This design comes from an exercise in tuning for small area and a short achievable clock period on the open sky130 flow, not from production work. Function was not checked in any run shown here: the RTL went through the layout flow alone.

==> flow/design.v, too long to show whole: its modules and the start of the top module <==
// module fir: 2097 lines
// module fir_fa: 6 lines
// module fir_sreg: 5 lines
// module fir_ha: 6 lines
// module fir_bandstop: 21 lines
module fir_bandstop ( clk, in, out );
  // ...
==> flow/flow/run.sh <==
#!/bin/bash
set -euo pipefail
export BUFFER_PORTS_ARGS="-buffer_cell sky130_fd_sc_hd__buf_2"
export SETUP_SLACK_MARGIN=8.45
bash standard.sh > standard.log 2>&1
==> flow/standard.sh <==
#!/bin/bash
# synth_recipe.tcl (not shown) runs the flow's synth.tcl, then flattens the netlist and writes it again
# the make line also repeats each setting of config.mk as NAME=value (left out here)
make -C /OpenROAD-flow-scripts/flow DESIGN_CONFIG=/design/flow/config.mk WORK_HOME=/design/flow/orfs CLKGATE_MAP_FILE= SYNTH_SCRIPT=/design/flow/synth_recipe.tcl "${@:-finish}"
==> flow/config.mk <==
export PLATFORM = sky130hd
export DESIGN_NAME = fir_bandstop
export DESIGN_NICKNAME = fir_bandstop
export VERILOG_FILES = /design/flow/design.v
export SDC_FILE = /design/flow/constraint.sdc
export NUM_CORES = 4
export LEC_CHECK = 0
export CAP_MARGIN = 20
export CORE_MARGIN = 2
export CORE_UTILIZATION = 50
export CTS_CLUSTER_DIAMETER = 60
export CTS_CLUSTER_SIZE = 30
export SLEW_MARGIN = 20
export SYNTH_HIERARCHICAL = 1
export SYNTH_MINIMUM_KEEP_SIZE = 0
==> flow/constraint.sdc <==
create_clock -name core_clock -period 12.0 [get_ports {clk}]
set_input_delay 2.4000 -clock core_clock [delete_from_list [all_inputs] [get_ports {clk}]]
set_output_delay 2.4000 -clock core_clock [all_outputs]
set_load 0.01 [all_outputs]
==> run notes, run 1 <==
- Cell family with most CP delay: flip-flops
- IO Port Bufs: 74
- Via density per instance: 5.29
- Bufs w/o clock: between 100 and 150
- Largest net degree at the start of global routing: 30
- Final hold violation count: 0
- Final worst setup slack: approximately 8500 ps
- FFs & Latches: just under 1000
- Setup slack, reg-to-reg: around 8500 ps
- Reg2reg end: fir_bs_inst.q1_2768
- Top sig layer: met5
- Die Wd: about 340 um
- R2r worst-path depth: 6
- Largest family of logic cells by synthesized area: adder cells
- CTS tree: yes
- GRT met2 Usage: roughly half
- Worst skew pair latency: approximately 690 ps
- GPL Wtd Cong: approximately 0.97
- Antenna Nets Post-Route: 0
- Hold Path Cell Cnt: 0
- Slowest stage delay, CP: about 320 ps
- Mapped Area: 0.0562 mm2
- Core Region: roughly 0.11 mm2
- Hold buffer count at CTS: 0
- Multi-input combinational area share: 56.3%
- Diodes inserted: 2
- Number of gates resized after cts: around 160
- Share of the synthesized area in the top cell type: 47.5%
- Clock root cell: clkbuf_16
- DR vias: around 29000
- Fmax: approximately 280 MHz
- Initial antenna violation count: 14
- Post-Place Cells: 5406
- Met2 routed WL: 77100 um
- Final period utilization: 29.2%
- Clock Tree Buf Depth: 3
- Status: timing/DRC/antenna clean
==> run 2, diff against run 1 <==
==> flow/flow/run.sh (replaced) <==
#!/bin/bash
set -euo pipefail
export BUFFER_PORTS_ARGS="-buffer_cell sky130_fd_sc_hd__buf_2"
export SETUP_SLACK_MARGIN=8.6
export CTS_ARGS="-sink_clustering_enable -repair_clock_nets -sink_clustering_size 20 -sink_clustering_max_diameter 50 -root_buf sky130_fd_sc_hd__clkbuf_16 -sink_clustering_buffer sky130_fd_sc_hd__clkbuf_8 -dont_use_dummy_load"
bash standard.sh > standard.log 2>&1   # ORFS's own logs stay under orfs/logs/
==> run 2 against run 1 <==
- highest routed layer is now met4
- setup slack worse by 28 ps
- largest cell class unchanged
- design area down 0.74%
- cell count about the same
- global-route usage up 0.47 points
==> run notes, run 2 <==
- Final hold violation count: 0 (unchanged)
- Share of the synthesized area in the top cell type: 47.5% (unchanged)
- Grt total ovfl: 0 (unchanged)
- IO Port Bufs: 74 (unchanged)
- Clock Tree Buf Depth: 3 (unchanged)
- Initial core utilization: 50.6% (unchanged)
- Number of buffers created by CTS: 106 (was 84)
- WP data arrival: 1140 ps (was 1110 ps)
- Num rows: 122 (unchanged)
- Crit path kind: reg2out (unchanged)
- Setup slack, reg-to-reg: 8560 ps (was 8490 ps)
- Share of post-route cells with drive strength above 1: 16.5% (was 12.2%)
- EDFF count, synth: 0 (unchanged)
- Hold Crit Endpoint: fir_bs_inst.r5[4] (was fir_bs_inst.r5[2])
- Reg2reg end: fir_bs_inst.q2_1651 (was fir_bs_inst.q1_2768)
- Post-route minimum period: 3540 ps (was 3510 ps)
- Core Region: 0.111 mm2 (unchanged)
- Syn_area_per_cell: 14.7 um2 (unchanged)
- Slowest stage delay, CP: 330 ps (was 320 ps)
- DR vias: 29600 (was 29500)
- Global-route wire length before repair: 235000 um (was 231000 um)
- Total global-route track usage: 29.1% (was 28.7%)
- Critical Path Sink Type: primary output (unchanged)
- Worst skew pair latency: 680 ps (was 690 ps)
- Post-Place Cells: 5406 (unchanged)
- Layout Cells excl Fill: 5573 (was 5571)
- Setup violators final: 0 (unchanged)
- Crit path max fanout: 1 (unchanged)
- Synth Instances: 3815 (unchanged)
- Initial antenna violation count: 5 (was 14)
- DRT Pass-1 Iters: 5 (unchanged)
- Post-synth top cells: 1332 x fa_1, 987 x dfxtp_1, 380 x inv_1 (unchanged)
- Final period utilization: 29.5% (was 29.2%)
- Largest regs: fir_bs_inst.y (34), sign.r.q (24) (unchanged)
- Status: timing/DRC/antenna clean (unchanged)
- Cell family with most CP delay: flip-flops (unchanged)
- IO Pins: 75 (unchanged)
- Final #Nets: 5627 (was 5555)
- Most flops, register: fir_bs_inst.y (unchanged)
- Slowest-stage cell, CP: dfxtp_1 (unchanged)
- Pins Over Slew Limit: 0 (unchanged)
- Via density per instance: 5.32 (was 5.29)
- Clock root cell: clkbuf_16 (unchanged)
- Htree depth: 3 (unchanged)
- Initial detailed-routing violation count: 1857 (was 1938)
- GPL Wtd Cong: 0.960 (was 0.970)
- Most frequent cells in the layout: 1229 x fa_1, 732 x dfxtp_1, 377 x inv_1, 194 x ha_1, 139 x dfxtp_2 (was 1330 x fa_1, 792 x dfxtp_1, 380 x inv_1, 194 x ha_1, 150 x dfxtp_2)
- Wire length per cell: 28.9 um (was 28.5 um)
- RSZ-0062 raised after global routing: yes (unchanged)
- Fmax: 283 MHz (was 285 MHz)
- Async S/R FF share, synth: 0% (unchanged)
- WP buf/inv: 1 (unchanged)
- Tightest Pin Transition: 1070 ps (was 1020 ps)
- Clk slew on worst S/H paths: 100 ps (was 80 ps)
- Post-synthesis sequential area ratio: 35.2% (unchanged)
- R2r worst-path depth: 6 (unchanged)
- Slew headroom: 28.2% (was 31.7%)
- Worst r2r src: fir_bs_inst.q3_1099 (was fir_bs_inst.ur1674[5])
- Data required, critical path: 9600 ps (about the same)
- Worst setup SP type: register (unchanged)
- Hold buffer count at CTS: 0 (unchanged)
- Max reg flops: 34 (unchanged)
- Setup TNS Final: 0 ps (unchanged)
- Area contributors post-synth: fa_1 47%, dfxtp_1 35%, ha_1 4.3% (unchanged)
- Crit path cell chain: buf_2 (unchanged)
- Layout area overhead: 10.2% (was 11.0%)
- Hold Path Cell Cnt: 0 (unchanged)
- CTS tree: yes (unchanged)
- Synth cell types: 68 (unchanged)
- Die height: 339 um (unchanged)
- Antenna Nets Post-Route: 0 (unchanged)
- Die Wd: 339 um (unchanged)
- Largest area contributor in the netlist: fa_1 (unchanged)
- Commonest non-fill, non-tap cell in the layout: fa_1 (unchanged)
- Main flop type after synthesis: dfxtp_1 (unchanged)
- CTS sink cnt: 987 (unchanged)
- Final Skew: 92.4 ps (was 33.8 ps)
- Mapped Area: 0.0562 mm2 (unchanged)
- Max-Cap Viols: 0 (unchanged)
- Count leader, synth: fa_1 (unchanged)
- Ys Warns: 8 (unchanged)
- Full die area: 0.115 mm2 (unchanged)
- Hold path start: fir_bs_inst.r4[4] (was fir_bs_inst.r4[2])
- HP Class: reg2reg (unchanged)
- Largest net degree at the start of global routing: 21 (was 30)
- Number of remaining DRC errors: 0 (unchanged)
- Yosys reg bits: 987 (unchanged)
- WL final: 161000 um (was 159000 um)
- DP Wirelength: 133000 um (was 132000 um)
- Vias in the first global route: 34000 (was 33700)
==> run 2: modules after synthesis, one instance, submodules excluded, a selection <==
module	area, um2	cells	times used
fir_sreg	20.0	1	24
fir_fa	20.0	1	1320
fir	29300	2471	1
==> run 2: routing by layer <==
layer	track usage, %	routed length (um)	vias up	part of all wire, %
li1	-	-	12500	-
met1	36.6	64800	15800	40
met2	49.6	79700	964	49
met3	5.48	8770	359	5.4
met4	12.1	7730	0	4.8
met5	0	0	-	0
==> run 2: cells by family after synthesis <==
| family | share of synthesized area, % |
|---|---|
| adders and majority gates | 51.8 |
| AOI/OAI and AO/OA | 5.17 |
| and+or+nand+nor | 2.54 |
| other | 0.0134 |
| xor gates and xnor gates | 2.67 |
| DFF | 35.2 |
| buffers and inverters | 2.61 |
| muxes | 0.0178 |
==> run 2: worst max-delay path by stage <==
stage          cells past startpoint  slack (ps)         startpoint             endpoint
2_1_floorplan                      6        8640  fir_bs_inst.r5[7]  fir_bs_inst.q3_1090
3_3_place_gp                      11        7960  fir_bs_inst.r0[0]  fir_bs_inst.q1_2806
3_5_place_dp                      11        7910  fir_bs_inst.r0[0]  fir_bs_inst.q1_2798
4_1_cts                            1        8410        sign[0].r.q              out[34]
5_1_grt                            1        8390       sign[16].r.q              out[50]
6_report                           1        8460        sign[2].r.q              out[36]
==> run 2: layout make-up <==
class,instances,area (um2)
Fill cell,9109,49100
Multi-Input combinational cell,2454,35500
Sequential cell,987,20400
Tap cell,1488,1860
Clock buffer,106,1560
Inverter,380,1430
Timing Repair Buffer,155,1220
Antenna cell,3,7.51
==> run 2: per-stage QoR <==
step           setup WS, ps  utilization [%]  hold WS (ps)  instance area [um2]
2_1_floorplan          8640                -           310                56200
3_3_place_gp           7960             52.8           310                58600
3_5_place_dp           7910             52.8           312                58600
4_1_cts                8410             55.0           288                61100
5_1_grt                8390             55.8           286                61900
6_report               8460             55.8           285                61900
==> run 2: repair_timing <==
item / CTS / global route
endpoints found under the hold margin: 0 / 0
gates cloned: 1 / 0
buffers inserted: 27 / 30
resized for setup: 344 / 192
pin swaps: 16 / 39
endpoints found under the setup margin: 264 / 146

port drivers added, routing unchanged:
The flow's constraints put no driver on any port. The routed layouts listed below were extracted and timed again, unchanged, in two steps. Step 1 sets driving cells, clkbuf_16 on the clock port and buf_2 on the other inputs (assumed; they add their load-dependent delay and slew). Step 2 also shifts input and output timing later by t, the mid clock arrival at the registers, as if the neighbouring blocks saw the same clock. Slacks: no drivers / after step 1 / after step 2; pairs: no drivers / after step 1.
run	t, ns	setup WS [ns]	pins driven straight from the clock port
run 1	0.741	8.490 / 8.418 / 8.492	1
run 2	0.718	8.463 / 8.385 / 8.564	1
After both steps setup and hold are still met in every run listed.
